Source: an optimization exercise on an open RTL-to-GDS flow (aim: small area and a short achievable clock period). Production flows keep margins and buffers that such runs may drop. Function was checked by simulation only, so behaviour that the tests miss may differ from the original. Power figures rest on the tool's default switching activity, not on a simulated workload.

==> flow/config.mk <==
export PLATFORM = sky130hd
export DESIGN_NAME = ip_stride
export DESIGN_NICKNAME = ip_stride
export VERILOG_FILES = /design/flow/design.v
export SDC_FILE = /design/flow/constraint.sdc
export NUM_CORES = 4
export LEC_CHECK = 0
export CAP_MARGIN = 20
export CORE_MARGIN = 2
export CORE_UTILIZATION = 40
export SETUP_SLACK_MARGIN = 5
export SLEW_MARGIN = 20
export SYNTH_HIERARCHICAL = 1
export TNS_END_PERCENT = 5
==> flow/constraint.sdc <==
create_clock -name core_clock -period 20.0 [get_ports {clk}]
set_input_delay 4.0000 -clock core_clock [delete_from_list [all_inputs] [get_ports {clk}]]
set_output_delay 4.0000 -clock core_clock [all_outputs]
set_load 0.01 [all_outputs]
==> flow/design.v <==
module ip_stride #(parameter IP_TRACKER_COUNT = 8)
(
	input   logic 			clk,
	input   logic 			rst,
	input   logic   [63:0]  addr_i,
	input 	logic 	[63:0]	ip_i,
	output 	logic 	[63:0]	pref_addr1_o,
	output 	logic 	        pref_valid1_o,
	output 	logic 	[63:0]	pref_addr2_o,
	output 	logic 	        pref_valid2_o,
	output 	logic 	[63:0]	pref_addr3_o,
	output 	logic 	        pref_valid3_o
);
localparam N = IP_TRACKER_COUNT;
localparam CW = 58;
logic [63:0]   ip       [N];
logic [CW-1:0] last_cla [N];
logic [CW-1:0] pred     [N];
logic [N-1:0]  vld;
logic [N-1:0]  lru;
logic          pref_valid1, pref_valid2, pref_valid3;
logic [CW-1:0] cla;
assign cla = addr_i[63:6];
logic          ip_zero;
logic [N-1:0]  ne, vmatch, match, sel, victim, wsel;
logic          hit;
logic ip_nz;
ips_nz64 u_zero (.a(ip_i), .nz(ip_nz));
assign ip_zero = ~ip_nz;
genvar gi;
generate
	for (gi = 0; gi < N; gi++) begin : g_cmp
		ips_ne64 u_ne (.a(ip[gi]), .b(ip_i), .ne(ne[gi]));
	end
endgenerate
logic nohit;
ips_match #(.N(N)) u_match (.ne(ne), .nvld(~vld), .ipz(ip_zero), .vmatch(vmatch), .match(match), .nohit(nohit));
assign hit = ~nohit;
always_comb begin
	sel = '0;
	for (int i = 0; i < N; i++) begin
		sel[i] = match[i];
		for (int j = i + 1; j < N; j++)
			if (match[j]) sel[i] = 1'b0;
	end
end
always_comb begin
	victim = '0;
	for (int i = 0; i < N; i++) begin
		victim[i] = ~lru[i];
		for (int j = 0; j < i; j++)
			if (~lru[j]) victim[i] = 1'b0;
	end
end
logic [N*CW-1:0] lc_flat, pr_flat;
always_comb begin
	for (int i = 0; i < N; i++) begin
		lc_flat[i*CW +: CW] = last_cla[i];
		pr_flat[i*CW +: CW] = pred[i];
	end
end
logic [CW-1:0] lsel, nlsel, rd_pred;
logic [CW-1:0] rd_cla;
ips_sel8 #(.W(CW)) u_lsel (.sel(vmatch), .d(lc_flat), .q(rd_cla));
generate
	for (gi = 0; gi < CW; gi++) begin : g_nl
		ips_aoi21 u (.a1(nohit), .a2(cla[gi]), .b1(rd_cla[gi]), .y(nlsel[gi]));
	end
endgenerate
assign lsel = ~nlsel;
ips_sel8 #(.W(CW)) u_psel (.sel(vmatch), .d(pr_flat), .q(rd_pred));
logic [CW-1:0] p1, p2, p3;
ips_pref #(.W(CW)) u_pref (.c(cla), .nl(nlsel), .p1(p1), .p2(p2), .p3(p3));
assign pref_addr1_o = {p1, 6'b000000};
assign pref_addr2_o = {p2, 6'b000000};
assign pref_addr3_o = {p3, 6'b000000};
assign pref_valid1_o = pref_valid1;
assign pref_valid2_o = pref_valid2;
assign pref_valid3_o = pref_valid3;
logic stride_nz, we, stride_match;
assign stride_nz    = (cla != lsel);
assign we           = ~hit | stride_nz;
assign wsel         = hit ? sel : victim;
assign stride_match = (cla == rd_pred);
logic [N-1:0] lru_set, lru_nxt;
assign lru_set = lru | wsel;
assign lru_nxt = (&lru_set) ? wsel : lru_set;
localparam TW = 64 + 2*CW;
logic [N-1:0] wen, nwen;
logic [TW-1:0] tr_q [N];
logic [TW-1:0] tr_d [N];
assign wen  = {N{we}} & wsel;
assign nwen = ~wen;
generate
	for (gi = 0; gi < N; gi++) begin : g_hold
		assign tr_q[gi] = {ip[gi], last_cla[gi], pred[gi]};
		ips_hold #(.W(TW)) u_hold (.en(wen[gi]), .nen(nwen[gi]), .d({ip_i, cla, p1}), .q(tr_q[gi]), .y(tr_d[gi]));
	end
endgenerate
always_ff @(posedge clk) begin
	for (int i = 0; i < N; i++)
		{ip[i], last_cla[i], pred[i]} <= tr_d[i];
end
always_ff @(posedge clk) begin
	if (rst) begin
		vld         <= '0;
		lru         <= '0;
		pref_valid1 <= 1'b0;
		pref_valid2 <= 1'b0;
		pref_valid3 <= 1'b0;
	end else if (we) begin
		vld <= vld | wsel;
		lru <= lru_nxt;
		if (hit) begin
			pref_valid1 <= stride_match & (p1[CW-1:6] == cla[CW-1:6]);
			pref_valid2 <= stride_match & (p2[CW-1:6] == cla[CW-1:6]);
			pref_valid3 <= stride_match & (p3[CW-1:6] == cla[CW-1:6]);
		end
	end
end
endmodule  
module ips_aoi21 (input logic a1, input logic a2, input logic b1, output logic y);
assign y = ~((a1 & a2) | b1);
endmodule
module ips_sel8 #(parameter W = 58)
(
	input  logic [7:0]     sel,
	input  logic [8*W-1:0] d,
	output logic [W-1:0]   q
);
always_comb begin
	q = '0;
	for (int i = 0; i < 8; i++)
		q = q | ({W{sel[i]}} & d[i*W +: W]);
end
endmodule
module ips_hold #(parameter W = 180)
(
	input  logic         en,
	input  logic         nen,
	input  logic [W-1:0] d,
	input  logic [W-1:0] q,
	output logic [W-1:0] y
);
assign y = ({W{en}} & d) | ({W{nen}} & q);
endmodule
module ips_match #(parameter N = 8)
(
	input  logic [N-1:0] ne,
	input  logic [N-1:0] nvld,
	input  logic         ipz,
	output logic [N-1:0] vmatch,
	output logic [N-1:0] match,
	output logic         nohit
);
assign vmatch = ~(ne | nvld);
assign match  = vmatch | (nvld & {N{ipz}});
assign nohit  = ~(|vmatch) & ~(ipz & (|nvld));
endmodule
module ips_xor2 (input logic a, input logic b, output logic y);
assign y = a ^ b;
endmodule
module ips_xnor2 (input logic a, input logic b, output logic y);
assign y = ~(a ^ b);
endmodule
module ips_and2 (input logic a, input logic b, output logic y);
assign y = a & b;
endmodule
module ips_nor2 (input logic a, input logic b, output logic y);
assign y = ~(a | b);
endmodule
module ips_nand2 (input logic a, input logic b, output logic y);
assign y = ~(a & b);
endmodule
module ips_ao21 (input logic g, input logic p, input logic x, output logic y);
assign y = g | (p & x);
endmodule
module ips_gp (input logic gh, input logic ph, input logic gl, input logic pl,
               output logic g, output logic p);
assign g = gh | (ph & gl);
assign p = ph & pl;
endmodule
module ips_pg (input logic a, input logic b, output logic p, output logic g);
assign p = a ^ b;
assign g = a & b;
endmodule
module ips_ne64
(
	input  logic [63:0] a,
	input  logic [63:0] b,
	output logic        ne
);
logic [63:0] d;
logic [31:0] e1;
logic [15:0] n2;
logic [7:0]  e3;
logic [3:0]  n4;
logic [1:0]  e5;
genvar i;
generate
	for (i = 0; i < 64; i++) begin : g_d
		ips_xor2 u (.a(a[i]), .b(b[i]), .y(d[i]));
	end
	for (i = 0; i < 32; i++) begin : g_e1
		ips_nor2 u (.a(d[2*i]), .b(d[2*i+1]), .y(e1[i]));
	end
	for (i = 0; i < 16; i++) begin : g_n2
		ips_nand2 u (.a(e1[2*i]), .b(e1[2*i+1]), .y(n2[i]));
	end
	for (i = 0; i < 8; i++) begin : g_e3
		ips_nor2 u (.a(n2[2*i]), .b(n2[2*i+1]), .y(e3[i]));
	end
	for (i = 0; i < 4; i++) begin : g_n4
		ips_nand2 u (.a(e3[2*i]), .b(e3[2*i+1]), .y(n4[i]));
	end
	for (i = 0; i < 2; i++) begin : g_e5
		ips_nor2 u (.a(n4[2*i]), .b(n4[2*i+1]), .y(e5[i]));
	end
endgenerate
ips_nand2 u_top (.a(e5[0]), .b(e5[1]), .y(ne));
endmodule
module ips_nz64
(
	input  logic [63:0] a,
	output logic        nz
);
logic [31:0] e1;
logic [15:0] n2;
logic [7:0]  e3;
logic [3:0]  n4;
logic [1:0]  e5;
genvar i;
generate
	for (i = 0; i < 32; i++) begin : g_e1
		ips_nor2 u (.a(a[2*i]), .b(a[2*i+1]), .y(e1[i]));
	end
	for (i = 0; i < 16; i++) begin : g_n2
		ips_nand2 u (.a(e1[2*i]), .b(e1[2*i+1]), .y(n2[i]));
	end
	for (i = 0; i < 8; i++) begin : g_e3
		ips_nor2 u (.a(n2[2*i]), .b(n2[2*i+1]), .y(e3[i]));
	end
	for (i = 0; i < 4; i++) begin : g_n4
		ips_nand2 u (.a(e3[2*i]), .b(e3[2*i+1]), .y(n4[i]));
	end
	for (i = 0; i < 2; i++) begin : g_e5
		ips_nor2 u (.a(n4[2*i]), .b(n4[2*i+1]), .y(e5[i]));
	end
endgenerate
ips_nand2 u_top (.a(e5[0]), .b(e5[1]), .y(nz));
endmodule
module ips_pref #(parameter W = 58)
(
	input  logic [W-1:0] c,
	input  logic [W-1:0] nl,
	output logic [W-1:0] p1,
	output logic [W-1:0] p2,
	output logic [W-1:0] p3
);
logic [W-1:0] nl2, c2, c4;
assign nl2 = {nl[W-2:0], 1'b1};
assign c2  = {c[W-2:0], 1'b0};
assign c4  = {c[W-3:0], 2'b00};
logic [W-1:0] t2, g2, s2, k2v;
logic [W-1:0] u3, h3, s3, k3v;
genvar i;
generate
	for (i = 0; i < W; i++) begin : g_csa
		ips_pg   u_t2 (.a(c[i]), .b(c2[i]), .p(t2[i]), .g(g2[i]));
		ips_xor2 u_s2 (.a(t2[i]), .b(nl2[i]), .y(s2[i]));
		ips_ao21 u_k2 (.g(g2[i]), .p(t2[i]), .x(nl2[i]), .y(k2v[i]));
		ips_pg   u_u3 (.a(nl[i]), .b(nl2[i]), .p(u3[i]), .g(h3[i]));
		ips_xor2 u_s3 (.a(u3[i]), .b(c4[i]), .y(s3[i]));
		ips_ao21 u_k3 (.g(h3[i]), .p(u3[i]), .x(c4[i]), .y(k3v[i]));
	end
endgenerate
logic [W-1:0] k2, k3;
assign k2 = {k2v[W-2:0], 1'b0};
assign k3 = {k3v[W-2:0], 1'b1};
ips_add u_add1 (.a(c2), .b(nl), .cin(1'b1), .s(p1));
ips_add u_add2 (.a(s2), .b(k2), .cin(1'b1), .s(p2));
ips_add u_add3 (.a(s3), .b(k3), .cin(1'b1), .s(p3));
endmodule
module ips_add
(
	input  logic [57:0] a,
	input  logic [57:0] b,
	input  logic        cin,
	output logic [57:0] s
);
logic [57:0] hp, hg;
genvar i;
generate
	for (i = 0; i < 58; i++) begin : g_pg
		ips_pg u (.a(a[i]), .b(b[i]), .p(hp[i]), .g(hg[i]));
	end
endgenerate
logic g0;
ips_ao21 u_g0 (.g(hg[0]), .p(hp[0]), .x(cin), .y(g0));
logic g1_1, g1_3, p1_3, g1_5, p1_5, g1_7, p1_7, g1_9, p1_9, g1_11, p1_11, g1_13, p1_13, g1_15, p1_15, g1_17, p1_17, g1_19, p1_19, g1_21, p1_21, g1_23, p1_23, g1_25, p1_25, g1_27, p1_27, g1_29, p1_29, g1_31, p1_31, g1_33, p1_33, g1_35, p1_35, g1_37, p1_37, g1_39, p1_39, g1_41, p1_41, g1_43, p1_43, g1_45, p1_45, g1_47, p1_47, g1_49, p1_49, g1_51, p1_51, g1_53, p1_53, g1_55, p1_55, g1_57, p1_57, g2_2, g2_3, g2_6, p2_6, g2_7, p2_7, g2_10, p2_10, g2_11, p2_11, g2_14, p2_14, g2_15, p2_15, g2_18, p2_18, g2_19, p2_19, g2_22, p2_22, g2_23, p2_23, g2_26, p2_26, g2_27, p2_27, g2_30, p2_30, g2_31, p2_31, g2_34, p2_34, g2_35, p2_35, g2_38, p2_38, g2_39, p2_39, g2_42, p2_42, g2_43, p2_43, g2_46, p2_46, g2_47, p2_47, g2_50, p2_50, g2_51, p2_51, g2_54, p2_54, g2_55, p2_55, g3_4, g3_5, g3_6, g3_7, g3_12, p3_12, g3_13, p3_13, g3_14, p3_14, g3_15, p3_15, g3_20, p3_20, g3_21, p3_21, g3_22, p3_22, g3_23, p3_23, g3_28, p3_28, g3_29, p3_29, g3_30, p3_30, g3_31, p3_31, g3_36, p3_36, g3_37, p3_37, g3_38, p3_38, g3_39, p3_39, g3_44, p3_44, g3_45, p3_45, g3_46, p3_46, g3_47, p3_47, g3_52, p3_52, g3_53, p3_53, g3_54, p3_54, g3_55, p3_55, g4_8, g4_9, g4_10, g4_11, g4_12, g4_13, g4_14, g4_15, g4_24, p4_24, g4_25, p4_25, g4_26, p4_26, g4_27, p4_27, g4_28, p4_28, g4_29, p4_29, g4_30, p4_30, g4_31, p4_31, g4_40, p4_40, g4_41, p4_41, g4_42, p4_42, g4_43, p4_43, g4_44, p4_44, g4_45, p4_45, g4_46, p4_46, g4_47, p4_47, g4_56, p4_56, g4_57, p4_57, g5_16, g5_17, g5_18, g5_19, g5_20, g5_21, g5_22, g5_23, g5_24, g5_25, g5_26, g5_27, g5_28, g5_29, g5_30, g5_31, g5_48, p5_48, g5_49, p5_49, g5_50, p5_50, g5_51, p5_51, g5_52, p5_52, g5_53, p5_53, g5_54, p5_54, g5_55, p5_55, g5_56, p5_56, g5_57, p5_57, g6_32, g6_33, g6_34, g6_35, g6_36, g6_37, g6_38, g6_39, g6_40, g6_41, g6_42, g6_43, g6_44, g6_45, g6_46, g6_47, g6_48, g6_49, g6_50, g6_51, g6_52, g6_53, g6_54, g6_55, g6_56, g6_57;
ips_nd00g u_n1_1 (.gh(hg[1]), .ph(hp[1]), .gl(g0), .y(g1_1));
ips_nd00f u_n1_3 (.gh(hg[3]), .ph(hp[3]), .gl(hg[2]), .pl(hp[2]), .yg(g1_3), .yp(p1_3));
ips_nd00f u_n1_5 (.gh(hg[5]), .ph(hp[5]), .gl(hg[4]), .pl(hp[4]), .yg(g1_5), .yp(p1_5));
ips_nd00f u_n1_7 (.gh(hg[7]), .ph(hp[7]), .gl(hg[6]), .pl(hp[6]), .yg(g1_7), .yp(p1_7));
ips_nd00f u_n1_9 (.gh(hg[9]), .ph(hp[9]), .gl(hg[8]), .pl(hp[8]), .yg(g1_9), .yp(p1_9));
ips_nd00f u_n1_11 (.gh(hg[11]), .ph(hp[11]), .gl(hg[10]), .pl(hp[10]), .yg(g1_11), .yp(p1_11));
ips_nd00f u_n1_13 (.gh(hg[13]), .ph(hp[13]), .gl(hg[12]), .pl(hp[12]), .yg(g1_13), .yp(p1_13));
ips_nd00f u_n1_15 (.gh(hg[15]), .ph(hp[15]), .gl(hg[14]), .pl(hp[14]), .yg(g1_15), .yp(p1_15));
ips_nd00f u_n1_17 (.gh(hg[17]), .ph(hp[17]), .gl(hg[16]), .pl(hp[16]), .yg(g1_17), .yp(p1_17));
ips_nd00f u_n1_19 (.gh(hg[19]), .ph(hp[19]), .gl(hg[18]), .pl(hp[18]), .yg(g1_19), .yp(p1_19));
ips_nd00f u_n1_21 (.gh(hg[21]), .ph(hp[21]), .gl(hg[20]), .pl(hp[20]), .yg(g1_21), .yp(p1_21));
ips_nd00f u_n1_23 (.gh(hg[23]), .ph(hp[23]), .gl(hg[22]), .pl(hp[22]), .yg(g1_23), .yp(p1_23));
ips_nd00f u_n1_25 (.gh(hg[25]), .ph(hp[25]), .gl(hg[24]), .pl(hp[24]), .yg(g1_25), .yp(p1_25));
ips_nd00f u_n1_27 (.gh(hg[27]), .ph(hp[27]), .gl(hg[26]), .pl(hp[26]), .yg(g1_27), .yp(p1_27));
ips_nd00f u_n1_29 (.gh(hg[29]), .ph(hp[29]), .gl(hg[28]), .pl(hp[28]), .yg(g1_29), .yp(p1_29));
ips_nd00f u_n1_31 (.gh(hg[31]), .ph(hp[31]), .gl(hg[30]), .pl(hp[30]), .yg(g1_31), .yp(p1_31));
ips_nd00f u_n1_33 (.gh(hg[33]), .ph(hp[33]), .gl(hg[32]), .pl(hp[32]), .yg(g1_33), .yp(p1_33));
ips_nd00f u_n1_35 (.gh(hg[35]), .ph(hp[35]), .gl(hg[34]), .pl(hp[34]), .yg(g1_35), .yp(p1_35));
ips_nd00f u_n1_37 (.gh(hg[37]), .ph(hp[37]), .gl(hg[36]), .pl(hp[36]), .yg(g1_37), .yp(p1_37));
ips_nd00f u_n1_39 (.gh(hg[39]), .ph(hp[39]), .gl(hg[38]), .pl(hp[38]), .yg(g1_39), .yp(p1_39));
ips_nd00f u_n1_41 (.gh(hg[41]), .ph(hp[41]), .gl(hg[40]), .pl(hp[40]), .yg(g1_41), .yp(p1_41));
ips_nd00f u_n1_43 (.gh(hg[43]), .ph(hp[43]), .gl(hg[42]), .pl(hp[42]), .yg(g1_43), .yp(p1_43));
ips_nd00f u_n1_45 (.gh(hg[45]), .ph(hp[45]), .gl(hg[44]), .pl(hp[44]), .yg(g1_45), .yp(p1_45));
ips_nd00f u_n1_47 (.gh(hg[47]), .ph(hp[47]), .gl(hg[46]), .pl(hp[46]), .yg(g1_47), .yp(p1_47));
ips_nd00f u_n1_49 (.gh(hg[49]), .ph(hp[49]), .gl(hg[48]), .pl(hp[48]), .yg(g1_49), .yp(p1_49));
ips_nd00f u_n1_51 (.gh(hg[51]), .ph(hp[51]), .gl(hg[50]), .pl(hp[50]), .yg(g1_51), .yp(p1_51));
ips_nd00f u_n1_53 (.gh(hg[53]), .ph(hp[53]), .gl(hg[52]), .pl(hp[52]), .yg(g1_53), .yp(p1_53));
ips_nd00f u_n1_55 (.gh(hg[55]), .ph(hp[55]), .gl(hg[54]), .pl(hp[54]), .yg(g1_55), .yp(p1_55));
ips_nd00f u_n1_57 (.gh(hg[57]), .ph(hp[57]), .gl(hg[56]), .pl(hp[56]), .yg(g1_57), .yp(p1_57));
ips_nd01g u_n2_2 (.gh(hg[2]), .ph(hp[2]), .gl(g1_1), .y(g2_2));
ips_nd11g u_n2_3 (.gh(g1_3), .ph(p1_3), .gl(g1_1), .y(g2_3));
ips_nd01f u_n2_6 (.gh(hg[6]), .ph(hp[6]), .gl(g1_5), .pl(p1_5), .yg(g2_6), .yp(p2_6));
ips_nd11f u_n2_7 (.gh(g1_7), .ph(p1_7), .gl(g1_5), .pl(p1_5), .yg(g2_7), .yp(p2_7));
ips_nd01f u_n2_10 (.gh(hg[10]), .ph(hp[10]), .gl(g1_9), .pl(p1_9), .yg(g2_10), .yp(p2_10));
ips_nd11f u_n2_11 (.gh(g1_11), .ph(p1_11), .gl(g1_9), .pl(p1_9), .yg(g2_11), .yp(p2_11));
ips_nd01f u_n2_14 (.gh(hg[14]), .ph(hp[14]), .gl(g1_13), .pl(p1_13), .yg(g2_14), .yp(p2_14));
ips_nd11f u_n2_15 (.gh(g1_15), .ph(p1_15), .gl(g1_13), .pl(p1_13), .yg(g2_15), .yp(p2_15));
ips_nd01f u_n2_18 (.gh(hg[18]), .ph(hp[18]), .gl(g1_17), .pl(p1_17), .yg(g2_18), .yp(p2_18));
ips_nd11f u_n2_19 (.gh(g1_19), .ph(p1_19), .gl(g1_17), .pl(p1_17), .yg(g2_19), .yp(p2_19));
ips_nd01f u_n2_22 (.gh(hg[22]), .ph(hp[22]), .gl(g1_21), .pl(p1_21), .yg(g2_22), .yp(p2_22));
ips_nd11f u_n2_23 (.gh(g1_23), .ph(p1_23), .gl(g1_21), .pl(p1_21), .yg(g2_23), .yp(p2_23));
ips_nd01f u_n2_26 (.gh(hg[26]), .ph(hp[26]), .gl(g1_25), .pl(p1_25), .yg(g2_26), .yp(p2_26));
ips_nd11f u_n2_27 (.gh(g1_27), .ph(p1_27), .gl(g1_25), .pl(p1_25), .yg(g2_27), .yp(p2_27));
ips_nd01f u_n2_30 (.gh(hg[30]), .ph(hp[30]), .gl(g1_29), .pl(p1_29), .yg(g2_30), .yp(p2_30));
ips_nd11f u_n2_31 (.gh(g1_31), .ph(p1_31), .gl(g1_29), .pl(p1_29), .yg(g2_31), .yp(p2_31));
ips_nd01f u_n2_34 (.gh(hg[34]), .ph(hp[34]), .gl(g1_33), .pl(p1_33), .yg(g2_34), .yp(p2_34));
ips_nd11f u_n2_35 (.gh(g1_35), .ph(p1_35), .gl(g1_33), .pl(p1_33), .yg(g2_35), .yp(p2_35));
ips_nd01f u_n2_38 (.gh(hg[38]), .ph(hp[38]), .gl(g1_37), .pl(p1_37), .yg(g2_38), .yp(p2_38));
ips_nd11f u_n2_39 (.gh(g1_39), .ph(p1_39), .gl(g1_37), .pl(p1_37), .yg(g2_39), .yp(p2_39));
ips_nd01f u_n2_42 (.gh(hg[42]), .ph(hp[42]), .gl(g1_41), .pl(p1_41), .yg(g2_42), .yp(p2_42));
ips_nd11f u_n2_43 (.gh(g1_43), .ph(p1_43), .gl(g1_41), .pl(p1_41), .yg(g2_43), .yp(p2_43));
ips_nd01f u_n2_46 (.gh(hg[46]), .ph(hp[46]), .gl(g1_45), .pl(p1_45), .yg(g2_46), .yp(p2_46));
ips_nd11f u_n2_47 (.gh(g1_47), .ph(p1_47), .gl(g1_45), .pl(p1_45), .yg(g2_47), .yp(p2_47));
ips_nd01f u_n2_50 (.gh(hg[50]), .ph(hp[50]), .gl(g1_49), .pl(p1_49), .yg(g2_50), .yp(p2_50));
ips_nd11f u_n2_51 (.gh(g1_51), .ph(p1_51), .gl(g1_49), .pl(p1_49), .yg(g2_51), .yp(p2_51));
ips_nd01f u_n2_54 (.gh(hg[54]), .ph(hp[54]), .gl(g1_53), .pl(p1_53), .yg(g2_54), .yp(p2_54));
ips_nd11f u_n2_55 (.gh(g1_55), .ph(p1_55), .gl(g1_53), .pl(p1_53), .yg(g2_55), .yp(p2_55));
ips_nd00g u_n3_4 (.gh(hg[4]), .ph(hp[4]), .gl(g2_3), .y(g3_4));
ips_nd10g u_n3_5 (.gh(g1_5), .ph(p1_5), .gl(g2_3), .y(g3_5));
ips_nd10g u_n3_6 (.gh(g2_6), .ph(p2_6), .gl(g2_3), .y(g3_6));
ips_nd00g u_n3_7 (.gh(g2_7), .ph(p2_7), .gl(g2_3), .y(g3_7));
ips_nd00f u_n3_12 (.gh(hg[12]), .ph(hp[12]), .gl(g2_11), .pl(p2_11), .yg(g3_12), .yp(p3_12));
ips_nd10f u_n3_13 (.gh(g1_13), .ph(p1_13), .gl(g2_11), .pl(p2_11), .yg(g3_13), .yp(p3_13));
ips_nd10f u_n3_14 (.gh(g2_14), .ph(p2_14), .gl(g2_11), .pl(p2_11), .yg(g3_14), .yp(p3_14));
ips_nd00f u_n3_15 (.gh(g2_15), .ph(p2_15), .gl(g2_11), .pl(p2_11), .yg(g3_15), .yp(p3_15));
ips_nd00f u_n3_20 (.gh(hg[20]), .ph(hp[20]), .gl(g2_19), .pl(p2_19), .yg(g3_20), .yp(p3_20));
ips_nd10f u_n3_21 (.gh(g1_21), .ph(p1_21), .gl(g2_19), .pl(p2_19), .yg(g3_21), .yp(p3_21));
ips_nd10f u_n3_22 (.gh(g2_22), .ph(p2_22), .gl(g2_19), .pl(p2_19), .yg(g3_22), .yp(p3_22));
ips_nd00f u_n3_23 (.gh(g2_23), .ph(p2_23), .gl(g2_19), .pl(p2_19), .yg(g3_23), .yp(p3_23));
ips_nd00f u_n3_28 (.gh(hg[28]), .ph(hp[28]), .gl(g2_27), .pl(p2_27), .yg(g3_28), .yp(p3_28));
ips_nd10f u_n3_29 (.gh(g1_29), .ph(p1_29), .gl(g2_27), .pl(p2_27), .yg(g3_29), .yp(p3_29));
ips_nd10f u_n3_30 (.gh(g2_30), .ph(p2_30), .gl(g2_27), .pl(p2_27), .yg(g3_30), .yp(p3_30));
ips_nd00f u_n3_31 (.gh(g2_31), .ph(p2_31), .gl(g2_27), .pl(p2_27), .yg(g3_31), .yp(p3_31));
ips_nd00f u_n3_36 (.gh(hg[36]), .ph(hp[36]), .gl(g2_35), .pl(p2_35), .yg(g3_36), .yp(p3_36));
ips_nd10f u_n3_37 (.gh(g1_37), .ph(p1_37), .gl(g2_35), .pl(p2_35), .yg(g3_37), .yp(p3_37));
ips_nd10f u_n3_38 (.gh(g2_38), .ph(p2_38), .gl(g2_35), .pl(p2_35), .yg(g3_38), .yp(p3_38));
ips_nd00f u_n3_39 (.gh(g2_39), .ph(p2_39), .gl(g2_35), .pl(p2_35), .yg(g3_39), .yp(p3_39));
ips_nd00f u_n3_44 (.gh(hg[44]), .ph(hp[44]), .gl(g2_43), .pl(p2_43), .yg(g3_44), .yp(p3_44));
ips_nd10f u_n3_45 (.gh(g1_45), .ph(p1_45), .gl(g2_43), .pl(p2_43), .yg(g3_45), .yp(p3_45));
ips_nd10f u_n3_46 (.gh(g2_46), .ph(p2_46), .gl(g2_43), .pl(p2_43), .yg(g3_46), .yp(p3_46));
ips_nd00f u_n3_47 (.gh(g2_47), .ph(p2_47), .gl(g2_43), .pl(p2_43), .yg(g3_47), .yp(p3_47));
ips_nd00f u_n3_52 (.gh(hg[52]), .ph(hp[52]), .gl(g2_51), .pl(p2_51), .yg(g3_52), .yp(p3_52));
ips_nd10f u_n3_53 (.gh(g1_53), .ph(p1_53), .gl(g2_51), .pl(p2_51), .yg(g3_53), .yp(p3_53));
ips_nd10f u_n3_54 (.gh(g2_54), .ph(p2_54), .gl(g2_51), .pl(p2_51), .yg(g3_54), .yp(p3_54));
ips_nd00f u_n3_55 (.gh(g2_55), .ph(p2_55), .gl(g2_51), .pl(p2_51), .yg(g3_55), .yp(p3_55));
ips_nd01g u_n4_8 (.gh(hg[8]), .ph(hp[8]), .gl(g3_7), .y(g4_8));
ips_nd11g u_n4_9 (.gh(g1_9), .ph(p1_9), .gl(g3_7), .y(g4_9));
ips_nd11g u_n4_10 (.gh(g2_10), .ph(p2_10), .gl(g3_7), .y(g4_10));
ips_nd01g u_n4_11 (.gh(g2_11), .ph(p2_11), .gl(g3_7), .y(g4_11));
ips_nd11g u_n4_12 (.gh(g3_12), .ph(p3_12), .gl(g3_7), .y(g4_12));
ips_nd01g u_n4_13 (.gh(g3_13), .ph(p3_13), .gl(g3_7), .y(g4_13));
ips_nd01g u_n4_14 (.gh(g3_14), .ph(p3_14), .gl(g3_7), .y(g4_14));
ips_nd11g u_n4_15 (.gh(g3_15), .ph(p3_15), .gl(g3_7), .y(g4_15));
ips_nd01f u_n4_24 (.gh(hg[24]), .ph(hp[24]), .gl(g3_23), .pl(p3_23), .yg(g4_24), .yp(p4_24));
ips_nd11f u_n4_25 (.gh(g1_25), .ph(p1_25), .gl(g3_23), .pl(p3_23), .yg(g4_25), .yp(p4_25));
ips_nd11f u_n4_26 (.gh(g2_26), .ph(p2_26), .gl(g3_23), .pl(p3_23), .yg(g4_26), .yp(p4_26));
ips_nd01f u_n4_27 (.gh(g2_27), .ph(p2_27), .gl(g3_23), .pl(p3_23), .yg(g4_27), .yp(p4_27));
ips_nd11f u_n4_28 (.gh(g3_28), .ph(p3_28), .gl(g3_23), .pl(p3_23), .yg(g4_28), .yp(p4_28));
ips_nd01f u_n4_29 (.gh(g3_29), .ph(p3_29), .gl(g3_23), .pl(p3_23), .yg(g4_29), .yp(p4_29));
ips_nd01f u_n4_30 (.gh(g3_30), .ph(p3_30), .gl(g3_23), .pl(p3_23), .yg(g4_30), .yp(p4_30));
ips_nd11f u_n4_31 (.gh(g3_31), .ph(p3_31), .gl(g3_23), .pl(p3_23), .yg(g4_31), .yp(p4_31));
ips_nd01f u_n4_40 (.gh(hg[40]), .ph(hp[40]), .gl(g3_39), .pl(p3_39), .yg(g4_40), .yp(p4_40));
ips_nd11f u_n4_41 (.gh(g1_41), .ph(p1_41), .gl(g3_39), .pl(p3_39), .yg(g4_41), .yp(p4_41));
ips_nd11f u_n4_42 (.gh(g2_42), .ph(p2_42), .gl(g3_39), .pl(p3_39), .yg(g4_42), .yp(p4_42));
ips_nd01f u_n4_43 (.gh(g2_43), .ph(p2_43), .gl(g3_39), .pl(p3_39), .yg(g4_43), .yp(p4_43));
ips_nd11f u_n4_44 (.gh(g3_44), .ph(p3_44), .gl(g3_39), .pl(p3_39), .yg(g4_44), .yp(p4_44));
ips_nd01f u_n4_45 (.gh(g3_45), .ph(p3_45), .gl(g3_39), .pl(p3_39), .yg(g4_45), .yp(p4_45));
ips_nd01f u_n4_46 (.gh(g3_46), .ph(p3_46), .gl(g3_39), .pl(p3_39), .yg(g4_46), .yp(p4_46));
ips_nd11f u_n4_47 (.gh(g3_47), .ph(p3_47), .gl(g3_39), .pl(p3_39), .yg(g4_47), .yp(p4_47));
ips_nd01f u_n4_56 (.gh(hg[56]), .ph(hp[56]), .gl(g3_55), .pl(p3_55), .yg(g4_56), .yp(p4_56));
ips_nd11f u_n4_57 (.gh(g1_57), .ph(p1_57), .gl(g3_55), .pl(p3_55), .yg(g4_57), .yp(p4_57));
ips_nd00g u_n5_16 (.gh(hg[16]), .ph(hp[16]), .gl(g4_15), .y(g5_16));
ips_nd10g u_n5_17 (.gh(g1_17), .ph(p1_17), .gl(g4_15), .y(g5_17));
ips_nd10g u_n5_18 (.gh(g2_18), .ph(p2_18), .gl(g4_15), .y(g5_18));
ips_nd00g u_n5_19 (.gh(g2_19), .ph(p2_19), .gl(g4_15), .y(g5_19));
ips_nd10g u_n5_20 (.gh(g3_20), .ph(p3_20), .gl(g4_15), .y(g5_20));
ips_nd00g u_n5_21 (.gh(g3_21), .ph(p3_21), .gl(g4_15), .y(g5_21));
ips_nd00g u_n5_22 (.gh(g3_22), .ph(p3_22), .gl(g4_15), .y(g5_22));
ips_nd10g u_n5_23 (.gh(g3_23), .ph(p3_23), .gl(g4_15), .y(g5_23));
ips_nd10g u_n5_24 (.gh(g4_24), .ph(p4_24), .gl(g4_15), .y(g5_24));
ips_nd00g u_n5_25 (.gh(g4_25), .ph(p4_25), .gl(g4_15), .y(g5_25));
ips_nd00g u_n5_26 (.gh(g4_26), .ph(p4_26), .gl(g4_15), .y(g5_26));
ips_nd10g u_n5_27 (.gh(g4_27), .ph(p4_27), .gl(g4_15), .y(g5_27));
ips_nd00g u_n5_28 (.gh(g4_28), .ph(p4_28), .gl(g4_15), .y(g5_28));
ips_nd10g u_n5_29 (.gh(g4_29), .ph(p4_29), .gl(g4_15), .y(g5_29));
ips_nd10g u_n5_30 (.gh(g4_30), .ph(p4_30), .gl(g4_15), .y(g5_30));
ips_nd00g u_n5_31 (.gh(g4_31), .ph(p4_31), .gl(g4_15), .y(g5_31));
ips_nd00f u_n5_48 (.gh(hg[48]), .ph(hp[48]), .gl(g4_47), .pl(p4_47), .yg(g5_48), .yp(p5_48));
ips_nd10f u_n5_49 (.gh(g1_49), .ph(p1_49), .gl(g4_47), .pl(p4_47), .yg(g5_49), .yp(p5_49));
ips_nd10f u_n5_50 (.gh(g2_50), .ph(p2_50), .gl(g4_47), .pl(p4_47), .yg(g5_50), .yp(p5_50));
ips_nd00f u_n5_51 (.gh(g2_51), .ph(p2_51), .gl(g4_47), .pl(p4_47), .yg(g5_51), .yp(p5_51));
ips_nd10f u_n5_52 (.gh(g3_52), .ph(p3_52), .gl(g4_47), .pl(p4_47), .yg(g5_52), .yp(p5_52));
ips_nd00f u_n5_53 (.gh(g3_53), .ph(p3_53), .gl(g4_47), .pl(p4_47), .yg(g5_53), .yp(p5_53));
ips_nd00f u_n5_54 (.gh(g3_54), .ph(p3_54), .gl(g4_47), .pl(p4_47), .yg(g5_54), .yp(p5_54));
ips_nd10f u_n5_55 (.gh(g3_55), .ph(p3_55), .gl(g4_47), .pl(p4_47), .yg(g5_55), .yp(p5_55));
ips_nd10f u_n5_56 (.gh(g4_56), .ph(p4_56), .gl(g4_47), .pl(p4_47), .yg(g5_56), .yp(p5_56));
ips_nd00f u_n5_57 (.gh(g4_57), .ph(p4_57), .gl(g4_47), .pl(p4_47), .yg(g5_57), .yp(p5_57));
ips_nd01g u_n6_32 (.gh(hg[32]), .ph(hp[32]), .gl(g5_31), .y(g6_32));
ips_nd11g u_n6_33 (.gh(g1_33), .ph(p1_33), .gl(g5_31), .y(g6_33));
ips_nd11g u_n6_34 (.gh(g2_34), .ph(p2_34), .gl(g5_31), .y(g6_34));
ips_nd01g u_n6_35 (.gh(g2_35), .ph(p2_35), .gl(g5_31), .y(g6_35));
ips_nd11g u_n6_36 (.gh(g3_36), .ph(p3_36), .gl(g5_31), .y(g6_36));
ips_nd01g u_n6_37 (.gh(g3_37), .ph(p3_37), .gl(g5_31), .y(g6_37));
ips_nd01g u_n6_38 (.gh(g3_38), .ph(p3_38), .gl(g5_31), .y(g6_38));
ips_nd11g u_n6_39 (.gh(g3_39), .ph(p3_39), .gl(g5_31), .y(g6_39));
ips_nd11g u_n6_40 (.gh(g4_40), .ph(p4_40), .gl(g5_31), .y(g6_40));
ips_nd01g u_n6_41 (.gh(g4_41), .ph(p4_41), .gl(g5_31), .y(g6_41));
ips_nd01g u_n6_42 (.gh(g4_42), .ph(p4_42), .gl(g5_31), .y(g6_42));
ips_nd11g u_n6_43 (.gh(g4_43), .ph(p4_43), .gl(g5_31), .y(g6_43));
ips_nd01g u_n6_44 (.gh(g4_44), .ph(p4_44), .gl(g5_31), .y(g6_44));
ips_nd11g u_n6_45 (.gh(g4_45), .ph(p4_45), .gl(g5_31), .y(g6_45));
ips_nd11g u_n6_46 (.gh(g4_46), .ph(p4_46), .gl(g5_31), .y(g6_46));
ips_nd01g u_n6_47 (.gh(g4_47), .ph(p4_47), .gl(g5_31), .y(g6_47));
ips_nd11g u_n6_48 (.gh(g5_48), .ph(p5_48), .gl(g5_31), .y(g6_48));
ips_nd01g u_n6_49 (.gh(g5_49), .ph(p5_49), .gl(g5_31), .y(g6_49));
ips_nd01g u_n6_50 (.gh(g5_50), .ph(p5_50), .gl(g5_31), .y(g6_50));
ips_nd11g u_n6_51 (.gh(g5_51), .ph(p5_51), .gl(g5_31), .y(g6_51));
ips_nd01g u_n6_52 (.gh(g5_52), .ph(p5_52), .gl(g5_31), .y(g6_52));
ips_nd11g u_n6_53 (.gh(g5_53), .ph(p5_53), .gl(g5_31), .y(g6_53));
ips_nd11g u_n6_54 (.gh(g5_54), .ph(p5_54), .gl(g5_31), .y(g6_54));
ips_nd01g u_n6_55 (.gh(g5_55), .ph(p5_55), .gl(g5_31), .y(g6_55));
ips_nd01g u_n6_56 (.gh(g5_56), .ph(p5_56), .gl(g5_31), .y(g6_56));
ips_nd11g u_n6_57 (.gh(g5_57), .ph(p5_57), .gl(g5_31), .y(g6_57));
ips_xor2 u_s0 (.a(hp[0]), .b(cin), .y(s[0]));
ips_xor2 u_s1 (.a(hp[1]), .b(g0), .y(s[1]));
ips_xnor2 u_s2 (.a(hp[2]), .b(g1_1), .y(s[2]));
ips_xnor2 u_s3 (.a(hp[3]), .b(g2_2), .y(s[3]));
ips_xor2 u_s4 (.a(hp[4]), .b(g2_3), .y(s[4]));
ips_xnor2 u_s5 (.a(hp[5]), .b(g3_4), .y(s[5]));
ips_xor2 u_s6 (.a(hp[6]), .b(g3_5), .y(s[6]));
ips_xor2 u_s7 (.a(hp[7]), .b(g3_6), .y(s[7]));
ips_xnor2 u_s8 (.a(hp[8]), .b(g3_7), .y(s[8]));
ips_xnor2 u_s9 (.a(hp[9]), .b(g4_8), .y(s[9]));
ips_xor2 u_s10 (.a(hp[10]), .b(g4_9), .y(s[10]));
ips_xor2 u_s11 (.a(hp[11]), .b(g4_10), .y(s[11]));
ips_xnor2 u_s12 (.a(hp[12]), .b(g4_11), .y(s[12]));
ips_xor2 u_s13 (.a(hp[13]), .b(g4_12), .y(s[13]));
ips_xnor2 u_s14 (.a(hp[14]), .b(g4_13), .y(s[14]));
ips_xnor2 u_s15 (.a(hp[15]), .b(g4_14), .y(s[15]));
ips_xor2 u_s16 (.a(hp[16]), .b(g4_15), .y(s[16]));
ips_xnor2 u_s17 (.a(hp[17]), .b(g5_16), .y(s[17]));
ips_xor2 u_s18 (.a(hp[18]), .b(g5_17), .y(s[18]));
ips_xor2 u_s19 (.a(hp[19]), .b(g5_18), .y(s[19]));
ips_xnor2 u_s20 (.a(hp[20]), .b(g5_19), .y(s[20]));
ips_xor2 u_s21 (.a(hp[21]), .b(g5_20), .y(s[21]));
ips_xnor2 u_s22 (.a(hp[22]), .b(g5_21), .y(s[22]));
ips_xnor2 u_s23 (.a(hp[23]), .b(g5_22), .y(s[23]));
ips_xor2 u_s24 (.a(hp[24]), .b(g5_23), .y(s[24]));
ips_xor2 u_s25 (.a(hp[25]), .b(g5_24), .y(s[25]));
ips_xnor2 u_s26 (.a(hp[26]), .b(g5_25), .y(s[26]));
ips_xnor2 u_s27 (.a(hp[27]), .b(g5_26), .y(s[27]));
ips_xor2 u_s28 (.a(hp[28]), .b(g5_27), .y(s[28]));
ips_xnor2 u_s29 (.a(hp[29]), .b(g5_28), .y(s[29]));
ips_xor2 u_s30 (.a(hp[30]), .b(g5_29), .y(s[30]));
ips_xor2 u_s31 (.a(hp[31]), .b(g5_30), .y(s[31]));
ips_xnor2 u_s32 (.a(hp[32]), .b(g5_31), .y(s[32]));
ips_xnor2 u_s33 (.a(hp[33]), .b(g6_32), .y(s[33]));
ips_xor2 u_s34 (.a(hp[34]), .b(g6_33), .y(s[34]));
ips_xor2 u_s35 (.a(hp[35]), .b(g6_34), .y(s[35]));
ips_xnor2 u_s36 (.a(hp[36]), .b(g6_35), .y(s[36]));
ips_xor2 u_s37 (.a(hp[37]), .b(g6_36), .y(s[37]));
ips_xnor2 u_s38 (.a(hp[38]), .b(g6_37), .y(s[38]));
ips_xnor2 u_s39 (.a(hp[39]), .b(g6_38), .y(s[39]));
ips_xor2 u_s40 (.a(hp[40]), .b(g6_39), .y(s[40]));
ips_xor2 u_s41 (.a(hp[41]), .b(g6_40), .y(s[41]));
ips_xnor2 u_s42 (.a(hp[42]), .b(g6_41), .y(s[42]));
ips_xnor2 u_s43 (.a(hp[43]), .b(g6_42), .y(s[43]));
ips_xor2 u_s44 (.a(hp[44]), .b(g6_43), .y(s[44]));
ips_xnor2 u_s45 (.a(hp[45]), .b(g6_44), .y(s[45]));
ips_xor2 u_s46 (.a(hp[46]), .b(g6_45), .y(s[46]));
ips_xor2 u_s47 (.a(hp[47]), .b(g6_46), .y(s[47]));
ips_xnor2 u_s48 (.a(hp[48]), .b(g6_47), .y(s[48]));
ips_xor2 u_s49 (.a(hp[49]), .b(g6_48), .y(s[49]));
ips_xnor2 u_s50 (.a(hp[50]), .b(g6_49), .y(s[50]));
ips_xnor2 u_s51 (.a(hp[51]), .b(g6_50), .y(s[51]));
ips_xor2 u_s52 (.a(hp[52]), .b(g6_51), .y(s[52]));
ips_xnor2 u_s53 (.a(hp[53]), .b(g6_52), .y(s[53]));
ips_xor2 u_s54 (.a(hp[54]), .b(g6_53), .y(s[54]));
ips_xor2 u_s55 (.a(hp[55]), .b(g6_54), .y(s[55]));
ips_xnor2 u_s56 (.a(hp[56]), .b(g6_55), .y(s[56]));
ips_xnor2 u_s57 (.a(hp[57]), .b(g6_56), .y(s[57]));
endmodule
module ips_nd00f (input logic gh, input logic ph, input logic gl, input logic pl,
                  output logic yg, output logic yp);
assign yg = ~(gh | (ph & gl));
assign yp = ~(ph & pl);
endmodule
module ips_nd00g (input logic gh, input logic ph, input logic gl, output logic y);
assign y = ~(gh | (ph & gl));
endmodule
module ips_nd01f (input logic gh, input logic ph, input logic gl, input logic pl,
                  output logic yg, output logic yp);
assign yg = ~(gh | (ph & ~gl));
assign yp = ~(ph & ~pl);
endmodule
module ips_nd01g (input logic gh, input logic ph, input logic gl, output logic y);
assign y = ~(gh | (ph & ~gl));
endmodule
module ips_nd10f (input logic gh, input logic ph, input logic gl, input logic pl,
                  output logic yg, output logic yp);
assign yg = (~gh | (~ph & gl));
assign yp = (~ph & pl);
endmodule
module ips_nd10g (input logic gh, input logic ph, input logic gl, output logic y);
assign y = (~gh | (~ph & gl));
endmodule
module ips_nd11f (input logic gh, input logic ph, input logic gl, input logic pl,
                  output logic yg, output logic yp);
assign yg = (~gh | (~ph & ~gl));
assign yp = (~ph & ~pl);
endmodule
module ips_nd11g (input logic gh, input logic ph, input logic gl, output logic y);
assign y = (~gh | (~ph & ~gl));
endmodule
==> flow/flow/run.sh <==
#!/bin/bash
# Layout flow: the standard flow (standard synthesis unchanged), with
#  - a setup margin for the resizer's timing repair,
#  - plain buffers (instead of the default delay-cell buffers) on the ports,
#  - a clock tree of mid-size clock buffers over larger sink clusters,
#    without dummy loads.
# Each tool's full output goes to the ORFS logs under orfs/logs; make's own
# output goes to standard.log.
set -euo pipefail
MARGIN=${MARGIN:-6.5}
bash standard.sh \
  SETUP_SLACK_MARGIN=$MARGIN \
  "BUFFER_PORTS_ARGS=-buffer_cell sky130_fd_sc_hd__buf_2" \
  "CTS_ARGS=-sink_clustering_enable -repair_clock_nets -dont_use_dummy_load -buf_list sky130_fd_sc_hd__clkbuf_8 -sink_clustering_size 16 -sink_clustering_max_diameter 50" \
  finish > standard.log 2>&1
==> flow/standard.sh <==
#!/bin/bash
# synth_recipe.tcl (not shown) runs the flow's synth.tcl, then flattens the netlist and writes it again
# the make line also repeats each setting of config.mk as NAME=value (left out here)
make -C /OpenROAD-flow-scripts/flow DESIGN_CONFIG=/design/flow/config.mk WORK_HOME=/design/flow/orfs CLKGATE_MAP_FILE= SYNTH_SCRIPT=/design/flow/synth_recipe.tcl "${@:-finish}"
==> flow_results.org, run 1 <==
** Timing
- Rel. slew slack :: 19.4%
- Total negative setup slack :: 0 ps
- For the final database, setup skew stands at around 120 ps.
- Setup violations remaining at the end of the flow were counted as 0.
- Number of max-slew violations in the final report :: 0
- At the pin with the least slew margin, the transition time is around 1200 ps.
- Final cycle utilization of the critical path :: 67.7%
- Setup repair after global routing could not meet its margin everywhere.
- Highest attainable clock frequency :: 73.9 MHz
- Min Clock Period, post-route :: between 10000 and 15000 ps
- Final Hold Vio Count :: 0

** Placement
- Detailed placement HPWL :: 162000 um
- GPL Wtd Cong :: between 1 and 1.5
- Input and output buffers added on the ports amount to 300.

** Finish
- Final core utilization :: 44.9%
- Relative to the synthesized area, the layout overhead comes to 11.4%.
- Most common library cell in the layout ignoring fill and taps :: sky130_fd_sc_hd__dfxtp_1
- Share of layout cells above drive strength 1 :: 16.5%
- For this run, the post-layout net count is roughly 7900.
- The top cell types in the final layout, fill and taps aside, are sky130_fd_sc_hd__dfxtp_1, sky130_fd_sc_hd__a22o_1, sky130_fd_sc_hd__xor2_1, sky130_fd_sc_hd__a22oi_1, sky130_fd_sc_hd__nor2_1.
- Fill count :: 17100

** Global routing
- Grt met3 use :: under 10%
- Aggregate global-route resource usage :: 28.0%
- First-pass GRT wire length :: 392000 um
- Total grt overflow :: 0
- In the global route stage, met1 resource usage came out at 35.5%.
- Entering global routing, the biggest net connects 132 pins.
- Global routing consumed, on the met2 layer, 42.9% of the routing resources.
- The via count of the first global-routing pass was 58100.
- met2 is the most crowded layer.
- Initial antenna violation count :: 26

** Setup path
- Reg-to-reg startpoint :: ip[1][3]
- At the worst endpoint, the required time is 16000 ps.
- Element type at the critical path start :: input pin
- Cell with the biggest individual delay on the critical path :: sky130_fd_sc_hd__ha_2
- Worst reg2reg setup slack :: 11350 ps
- Register-to-Register Path Depth :: 25
- STA classifies the critical path endpoint as an output port.
- Highest cell delay on the worst timing path :: 420 ps
- Cell occurring most often along the worst timing path :: sky130_fd_sc_hd__nand2_1
- Data on the critical path arrives at its endpoint at 9530 ps.
- Critical path fanouts, max :: 36
- The setup path with the least slack is of type in2out.
- Reg-to-reg endpoint :: last_cla[1][9]

** Clock tree
- Count of H-tree levels built during CTS :: 4
- Clock tree synthesis selected as its root buffer the cell sky130_fd_sc_hd__clkbuf_8.
- Counting every sink on the clock net gives roughly 1500.
- Clock-pin slew was measured on the worst setup and hold paths at 30 ps.
- No sink is reached through more buffers than the 3 on the longest clock path.
- The later pin in the worst-skew pair is clocked with a latency of 950 ps.
- Number of CTS-inserted buffers :: 145
- CTS tree :: built
- Number of buffers added to fix hold violations after cts :: 0

** Drt
- In the routed design, unresolved DRC markers number 0.
- Vias after detailed routing :: between 60000 and 70000
- The detail route stage leaves a number of antenna-violating nets equal to 0.
- After the first detailed-routing iteration, the DRC count stood at 6031.
- For this block, the routed nets add up to 273000 um of wire.
- In the routed layout, each cell is associated on average with a via count of 6.10.
- After detailed routing, the average wire length per cell comes to between 20 and 30 um.
- The first TritonRoute pass finished after 6 iterations.

** Power
- Combinational logic burns between 30% and 40% of the power.
- For this design the total switching power over the nets is between 3000 and 4000 uW.
- The internal portion of the total power is 5320 uW.
- Power share of the sequential group :: 45.6%
- Of the total power, the share spent switching nets is between 30% and 40%.
- Power spread over the standard cell area amounts to between 100 and 150 nW/um2.
- Leakage power :: ~0.034 uW
- The clock network accounts for 19.5% of the total power.
- Across the VDD grid, the largest voltage drop is 0.0643 mV.

** Die
- The floorplan has between 150 and 200 rows.
- In this run the count of I/O pins placed on the die edge is 325.
- Measured along the x axis, the die boundary spans about 430 um.
- Chip Height :: 431 um
- The total area inside the core boundary comes to 181000 um2.
- The die covers 186000 um2.
- Initial Util :: 40.3%

** Synth
- Summing every instance area after synthesis gives approximately 73000 um2.
- Sequential share of the synthesized area :: 40.0%
- For this run, the leading register cell type out of synthesis is sky130_fd_sc_hd__dfxtp_1.
- The Yosys step of the flow raised 17 warnings.
- Post-Syn Instances :: roughly 7300
- In the synthesized netlist the async set-or-reset flop fraction comes to 0%.
- In this run, synthesis inferred 0 flip-flops with an integrated enable.
- In this run, distinct cell masters in the synthesized netlist total 50.
- Number of flip-flops and latches in the synthesized netlist :: about 1500
- Avg Inst Size Synth :: 10.0 um2

** Worst hold path
- Worst hold path type :: reg2reg
- Cells on Worst Hold Path :: 1
- Launch instance of the worst min-delay path :: last_cla[1][12]
- Destination of the worst hold path :: last_cla[1][12]

** Job
- Maxcap violations :: 0

** Run status
- The flow ran to the end and the layout has no timing, DRC or antenna violations.
[critical path: cells and delay by family]
kind	cells	cell delay (ps)
XOR/XNOR	3	640
AO/OA/AOI/OAI	4	520
buffers and inverters	7	1420
AND/OR/NAND/NOR	11	2010
adder cells (fa/ha/maj)	2	790
[sequential cells by signal, indices dropped and copies added (netlist names)]
register,cells
ip,512
last_cla,464
lru,8
pred,464
pref_valid1,1
pref_valid2,1
pref_valid3,1
vld,8
[worst max-delay path by stage]
stage / start / end / slack (ps)
2_1_floorplan: ip_i[52] / pref_addr3_o[39] / 5320
3_3_place_gp: ip_i[1] / pref_addr2_o[41] / 4430
4_1_cts: ip_i[3] / pref_addr3_o[60] / 6480
3_5_place_dp: ip_i[3] / pref_addr2_o[41] / 4390
5_1_grt: ip_i[60] / pref_addr3_o[39] / 6430
6_report: ip_i[5] / pref_addr3_o[38] / 6470
[cells by family after synthesis]
group | Yosys count | synth area share (%)
adder cells (fa/ha/maj) | 290 | 4.97
XOR/XNOR | 1074 | 12.9
AND/OR/NAND/NOR | 1131 | 7.06
flip-flops | 1459 | 40.0
AO/OA/AOI/OAI | 2606 | 29.3
buffers and inverters | 719 | 5.72
other | 3 | 0.0154
multiplexers | 1 | 0.0137
[power groups by stage]
stage / Clock, uW / Combinational [uW] / Sequential, uW
after detailed placement: 0 / 2640 / 3880
final: 1640 / 2930 / 3830
after global placement: 0 / 2590 / 3860
after CTS: 1680 / 2800 / 3820
after floorplan: 0 / 1740 / 3800
after global routing: 1790 / 3080 / 3890
[per-stage QoR]
| step | area (um2) | setup slack (ps) | hold WS, ps | total power (uW) | cells |
|---|---|---|---|---|---|
| floorplan | 73700 | 5320 | 440 | 5550 | 7315 |
| global placement | 75800 | 4430 | 452 | 6450 | 9593 |
| detailed placement | 75800 | 4390 | 453 | 6510 | 9593 |
| CTS | 80000 | 6480 | 469 | 8300 | 9801 |
| global route | 81300 | 6430 | 478 | 8760 | 9862 |
| finish | 81300 | 6470 | 466 | 8410 | 9870 |
[synthesized netlist by cell type (all sizes together), types with 7 or more instances]
library cell	number	area (um2)
a21o	126	947
a21oi	352	3040
a22o	1440	12600
a22oi	465	3490
a32o	7	70.1
buf	481	3280
clkbuf	11	42.5
dfxtp	1459	29200
ha	290	3630
inv	227	852
nand2	331	1240
nand2b	66	413
nand4	166	1040
nor2	452	1700
nor2b	51	319
nor4	45	303
o21ai	201	1120
xnor2	182	1590
xor2	892	7810
[modules after synthesis, one instance, submodules excluded, excerpt]
module,area (um2),flip-flops and latches,cells,times used
ip_stride,33200,1459,1999,1
ips_ao21,7.51,0,1,117
ips_nand2,3.75,0,1,189
ips_nd00f,12.5,0,2,129
ips_nd00g,8.76,0,1,33
ips_nd01f,18.8,0,3,66
ips_nd01g,12.5,0,2,54
ips_nd10f,15.0,0,3,51
ips_nd10g,12.5,0,2,30
ips_nd11f,8.76,0,2,63
ips_pg,12.5,0,1,290
ips_xor2,8.76,0,1,715
[repair_timing]
action	4_1_cts	5_1_grt
gates resized for setup	287	142
buffers inserted	53	44
cloned	10	7
pin swaps	30	31
setup endpoints to repair	161	114
[area by class of cell]
class	instances	area [um2]	area share, %
inverters	227	912	1.12
diodes	17	42.5	0.0523
multi-input cells	5141	41900	51.5
flip-flops and latches	1459	29200	35.9
well taps	2370	2970	3.65
repair buffers	511	4300	5.29
clock buffers	145	2000	2.45
[routing by layer]
metal  part of all wire [%]  up-vias
met5                  0.028        -
met3                    7.8      664
met2                     43     2985
met4                    7.7       12
li1                       -    27000
met1                     41    29600
==> run 2: changes to the inputs <==
--- a/flow/flow/run.sh
+++ b/flow/flow/run.sh
@@ -7,9 +7,9 @@
 # Each tool's full output goes to the ORFS logs under orfs/logs; make's own
 # output goes to standard.log.
 set -euo pipefail
-MARGIN=${MARGIN:-6.5}
+MARGIN=${MARGIN:-7.5}
 bash standard.sh \
   SETUP_SLACK_MARGIN=$MARGIN \
-  "BUFFER_PORTS_ARGS=-buffer_cell sky130_fd_sc_hd__buf_2" \
+  "BUFFER_PORTS_ARGS=-buffer_cell sky130_fd_sc_hd__buf_1" \
   "CTS_ARGS=-sink_clustering_enable -repair_clock_nets -dont_use_dummy_load -buf_list sky130_fd_sc_hd__clkbuf_8 -sink_clustering_size 16 -sink_clustering_max_diameter 50" \
   finish > standard.log 2>&1
==> run 2 against run 1 <==
Still clean. Die area unchanged. Global-route usage increased by 0.93 points. Critical path depth up 1. Synthesized cell count stayed put. Sequential power is essentially flat. Combinational power up 4%. Maximum frequency up 2.7%. Sequential share of layout area is 1.7 points lower. Final area rose by 5.1%. Largest cell class unchanged.
==> flow_results.org, run 2 <==
** Setup path
- The slack of the worst reg-to-reg path was 12070 ps (+720 ps).
- Element type at the critical path end :: output port
- Reg-to-reg endpoint :: last_cla[4][41]
- The required time reported for the critical path endpoint is 16000 ps (about the same).
- The worst setup path is launched from an input pin.
- Register-to-Register Path Depth :: 26 (+4.0%)
- The data arrival time of the critical path came to 9180 ps (-350 ps).
- By startpoint and endpoint, the worst setup path is classified as in2out.
- The highest fanout seen on the critical path came to 7 (-81%).
- The worst register-to-register path begins at ip[6][21].

** Global routing
- The global-route track usage on met3 was 6.49% (+1.1 points).
- The pin count of the biggest net entering global routing came to 144 (+9.1%).
- The global route total overflow was 0 (unchanged).
- The met1 global-route usage is 36.4% (+0.90 points).
- Most heavily used metal layer in global routing :: met2
- The met2 track utilization from global routing is 44.1% (+1.2 points).
- First-pass GRT wire length :: 405000 um (+3.3%)
- Via count of the first global-routing pass :: 59900 (+3.1%)
- The global-route usage over all layers came to 28.9% (+0.93 points).
- The number of antenna violations at the first check in global routing is 19 (-27%).

** Clock tree
- Count of H-tree levels built during CTS :: 4 (unchanged)
- Clk buf depth :: 3 (unchanged)
- TritonCTS built the clock tree.
- CTS placed an instance of sky130_fd_sc_hd__clkbuf_8 at the clock tree root.
- The register clock-pin slew on the reported worst setup and hold paths was 30 ps (about the same).
- Number of CTS-inserted buffers :: 139 (-4.1%)
- The latest clock arrival within the worst-skew pair was 930 ps (-20 ps).
- Clk sinks :: 1459 (unchanged)
- The number of buffers added to fix hold violations after cts came to 0 (unchanged).

** Job
- The count of max-cap constraint violations was 0 (unchanged).

** Drt
- Total iterations of the first detailed-routing run :: 6 (unchanged)
- The number of DRC markers in iteration 0 is 6765 (+12%).
- Antenna Nets Post-Route :: 0 (unchanged)
- Detailed-route wire length per cell :: 27.5 um (-0.58%)
- The total via count after detailed routing was 62300 (+3.4%).
- The average vias per placed instance was 6.08 (-0.36%).
- The detailed-route wire length is 282000 um (+3.2%).
- Number of remaining DRC errors :: 0 (unchanged)

** Finish
- The library cells used most frequently in the layout, excluding fill and tap cells, are sky130_fd_sc_hd__dfxtp_1, sky130_fd_sc_hd__a22o_1, sky130_fd_sc_hd__xor2_1, sky130_fd_sc_hd__a22oi_1, sky130_fd_sc_hd__buf_4.
- Fill count :: 16800 (-1.7%)
- The sequential cell area was 29200 um2 (unchanged).
- Compared with the post-synthesis result, the final layout area differs by 17.0%.
- Share of layout cells above drive strength 1 :: 19.0% (+2.5 points)
- Flip-flop count of the largest register, all copies and words added :: 512 (unchanged)
- Post-layout instance area :: 85400 um2 (+5.1%)
- Most common library cell in the layout ignoring fill and taps :: sky130_fd_sc_hd__dfxtp_1
- The net count reported at finish is 8286 (+4.8%).
- The final instance count without filler cells was 10200 (+3.8%).
- Area used by multi-input combinational logic :: 42900 um2 (+2.6%)

** Timing
- The sum of negative setup slack came to 0 ps (unchanged).
- Number of max-slew violations in the final report :: 0 (unchanged)
- The minimum hold slack came to 465 ps (-0.772 ps).
- Setup repair after global routing could not meet its margin everywhere.
- Worst clock skew :: 115 ps (-8.24 ps)
- The highest clock frequency the design can meet came to 75.9 MHz (+2.7%).
- Final cycle utilization of the critical path :: 65.9% (-1.8 points)
- The transition time at the pin with the least slew margin is 1240 ps (+40.4 ps).
- The final number of setup-violating endpoints is 0 (unchanged).
- Min Clock Period, post-route :: 13180 ps (-351 ps)
- Final Hold Vio Count :: 0 (unchanged)
- The normalized max-slew margin is 17.0% (-2.4 points).

** Placement
- The cell count after placement is 9686 (+0.97%).
- Number of port buffers :: 300 (unchanged)
- The HPWL after detailed placement came to 163000 um (+0.58%).
- Post-Place Cell Area :: 76300 um2 (+0.65%)
- GPL Wtd Cong :: 0.924 (-9.7%)

** Synth
- Adder-cell share of the synthesized area :: 4.97% (unchanged)
- Avg Inst Size Synth :: 10.0 um2 (unchanged)
- Mux share of post-synthesis cell area :: 0.0137% (unchanged)
- Share of synthesized flip-flops with an asynchronous set or reset :: 0% (unchanged)
- Sorting the synthesized cells by area gives the leading types as sky130_fd_sc_hd__dfxtp_1, sky130_fd_sc_hd__a22o_1, sky130_fd_sc_hd__xor2_1.
- Largest area contributor in the netlist :: sky130_fd_sc_hd__dfxtp_1
- Compound-Gate Fraction of Synth Area :: 29.3% (unchanged)
- The number of distinct library cells after synthesis was 50 (unchanged).
- The gate count of the mapped netlist was 7283 (unchanged).
- The basic-gate share of the synthesized area counting and, or, nand and nor cells is 7.06% (unchanged).
- Number of flip-flops and latches in the synthesized netlist :: 1459 (unchanged)
- Post-synth top cells :: sky130_fd_sc_hd__dfxtp_1, sky130_fd_sc_hd__a22o_1, sky130_fd_sc_hd__xor2_1, sky130_fd_sc_hd__a22oi_1, sky130_fd_sc_hd__nor2_1
- The synthesized area came to 73000 um2 (unchanged).
- Most used flip-flop cell after synthesis :: sky130_fd_sc_hd__dfxtp_1
- Number of enable flip-flop cells after synthesis :: 0 (unchanged)
- The post-synthesis share of cell area spent on xor and xnor gates was 12.9% (unchanged).
- By instance count, the leading cell after synthesis is sky130_fd_sc_hd__dfxtp_1.
- The portion of synthesized cell area occupied by the leading cell type is 40.0% (unchanged).
- Syn. warnings :: 17 (unchanged)
- Sequential share of the synthesized area :: 40.0% (unchanged)
- By area, the combinational part of the netlist is dominated by compound AO/OA/AOI/OAI gates.

** Die
- The number of I/O pins came to 325 (unchanged).
- The total number of placement rows came to 156 (unchanged).
- Die width :: 431 um (unchanged)
- Core region area :: 181000 um2 (unchanged)
- The initial core utilization was 40.3% (unchanged).
- The die span in y is 431 um (unchanged).
- The area of the die is 186000 um2 (unchanged).

** Run status
- Result of the run :: no timing/DRC/antenna violations

** Worst hold path
- The worst hold path belongs to the class reg2reg.
- The path with the worst hold slack has its endpoint at last_cla[7][16].
- The startpoint identified for the worst hold timing path is last_cla[7][16].
- The worst hold path cell count was 1 (unchanged).

** Power
- The overall power is 8520 uW (+1.4%).
- Leakage power :: 0.0356 uW (+4.5%)
- The power per unit of standard cell area came to 99.7 nW/um2 (-3.5%).
- Maximum vdd drop :: 0.0602 mV (-6.3%)
[run 2: worst max-delay path by stage]
| stage | slack [ps] | to | from | cells after the start |
|---|---|---|---|---|
| finish | 6820 | pref_addr3_o[23] | ip_i[19] | 28 |
| global route | 6660 | pref_addr3_o[57] | ip_i[28] | 32 |
| CTS | 6810 | pref_addr3_o[57] | ip_i[5] | 31 |
| detailed placement | 4250 | pref_addr1_o[61] | ip_i[29] | 23 |
| global placement | 4270 | pref_addr1_o[61] | ip_i[29] | 23 |
| floorplan | 5330 | pref_addr3_o[39] | ip_i[52] | 22 |
[run 2: cell type report]
class | instances | share of cell area (%)
inverters | 227 | 1.07
flip-flops and latches | 1459 | 34.2
diodes | 9 | 0.0264
clock buffers | 139 | 2.24
well taps | 2370 | 3.47
repair buffers | 892 | 8.75
multi-input cells | 5147 | 50.3
[run 2: what timing repair did]
item / 4_1_cts / 5_1_grt
pin swaps: 113 / 49
gates cloned: 36 / 10
resized for setup: 514 / 114
endpoints found under the hold margin: 0 / 0
endpoints found under the setup margin: 173 / 156
setup buffers: 278 / 81
[run 2: modules after synthesis, one instance, submodules excluded, excerpt]
| module | copies in the design | cells inside | cell area [um2] | flops+latches |
|---|---|---|---|---|
| ips_nd00g | 33 | 1 | 8.76 | 0 |
| ips_nd10g | 30 | 2 | 12.5 | 0 |
| ips_aoi21 | 58 | 1 | 8.76 | 0 |
| ips_nd10f | 51 | 3 | 15.0 | 0 |
| ips_nand2 | 189 | 1 | 3.75 | 0 |
| ips_nd00f | 129 | 2 | 12.5 | 0 |
| ips_ao21 | 117 | 1 | 7.51 | 0 |
| ips_xor2 | 715 | 1 | 8.76 | 0 |
| ips_nd01f | 66 | 3 | 18.8 | 0 |
| ips_pg | 290 | 1 | 12.5 | 0 |
| ip_stride | 1 | 1999 | 33200 | 1459 |
| ips_xnor2 | 87 | 1 | 8.76 | 0 |
| ips_nd11g | 51 | 1 | 5.00 | 0 |
| ips_nd01g | 54 | 2 | 12.5 | 0 |
| ips_nd11f | 63 | 2 | 8.76 | 0 |
[run 2: metal layers]
metal / routed length (um) / part of all wire (%)
met1: 113000 / 40
met2: 124000 / 44
met3: 23900 / 8.5
met4: 20800 / 7.4
met5: 34 / 0.012
[run 2: cell families (layout without fill, tap and decap cells)]
| kind of cell | count (synthesis) | after routing |
|---|---|---|
| multiplexers | 1 | 1 |
| AO/OA/AOI/OAI | 2606 | 2612 |
| XOR/XNOR | 1074 | 1074 |
| other | 3 | 44 |
| adder cells (fa/ha/maj) | 290 | 290 |
| buffers and inverters | 719 | 1258 |
| AND/OR/NAND/NOR | 1131 | 1135 |
| flip-flops | 1459 | 1459 |
[run 2: worst max-delay path: stages]
cell	delay (ps)
sky130_fd_sc_hd__buf_2	130
sky130_fd_sc_hd__buf_8	140
sky130_fd_sc_hd__xor2_1	160
sky130_fd_sc_hd__nor2_1	100
sky130_fd_sc_hd__nand2_1	70
sky130_fd_sc_hd__nor2_1	170
sky130_fd_sc_hd__nand2_2	130
sky130_fd_sc_hd__nor2_2	240
sky130_fd_sc_hd__nand2_2	150
sky130_fd_sc_hd__nor2_4	190
sky130_fd_sc_hd__or4_4	180
sky130_fd_sc_hd__nor4_4	40
sky130_fd_sc_hd__buf_6	150
sky130_fd_sc_hd__buf_12	140
sky130_fd_sc_hd__clkbuf_16	200
sky130_fd_sc_hd__a21oi_4	350
sky130_fd_sc_hd__ha_4	270
sky130_fd_sc_hd__a21o_1	180
sky130_fd_sc_hd__ha_1	380
sky130_fd_sc_hd__nand2_2	130
sky130_fd_sc_hd__nor2_4	160
sky130_fd_sc_hd__nand2_2	90
sky130_fd_sc_hd__o21ai_4	220
sky130_fd_sc_hd__buf_12	200
sky130_fd_sc_hd__buf_4	130
sky130_fd_sc_hd__a21oi_2	50
sky130_fd_sc_hd__xnor2_2	570
sky130_fd_sc_hd__buf_1	220
[run 2: stage by stage]
step | setup slack [ps] | utilization (%)
after detailed placement | 4250 | 42.1
after global routing | 6660 | 47.2
final | 6820 | 47.2
after global placement | 4270 | 42.1
after CTS | 6810 | 46.3
after floorplan | 5330 | -
[run 2: power breakdown]
part	total (uW)	switching [uW]	internal [uW]
registers	3840	348	3490
logic	3060	1810	1250
clock network	1620	1000	620

[separate check: timing with driven ports]
The results above use ideal ports. As a check the final layouts listed here were re-extracted and re-timed, cells and wires unchanged.
Step 1 sets driving cells, clkbuf_16 on the clock port and buf_2 on the other inputs (assumed; they add their load-dependent delay and slew).
Step 2 times the ports against the registers' clock, not the clock port: input delays grow and output delays shrink by t, the midpoint of the rising clock arrivals with the driver on.
a / b / c = no drivers / after step 1 / after step 2; a / b = the first two.
run	t, ns	setup WS [ns]	hold slack, ns	worst setup path after step 2
run 1	0.974	6.469 / 6.419 / 6.419	0.466 / 0.466 / 0.466	input to output
run 2	0.968	6.820 / 6.799 / 6.799	0.465 / 0.465 / 0.465	input to output
After both steps setup and hold are still met in every run listed. For run 1, which loses most, drivers alone change the setup slack by -0.050 ns; drivers and shift together by -0.050 ns.
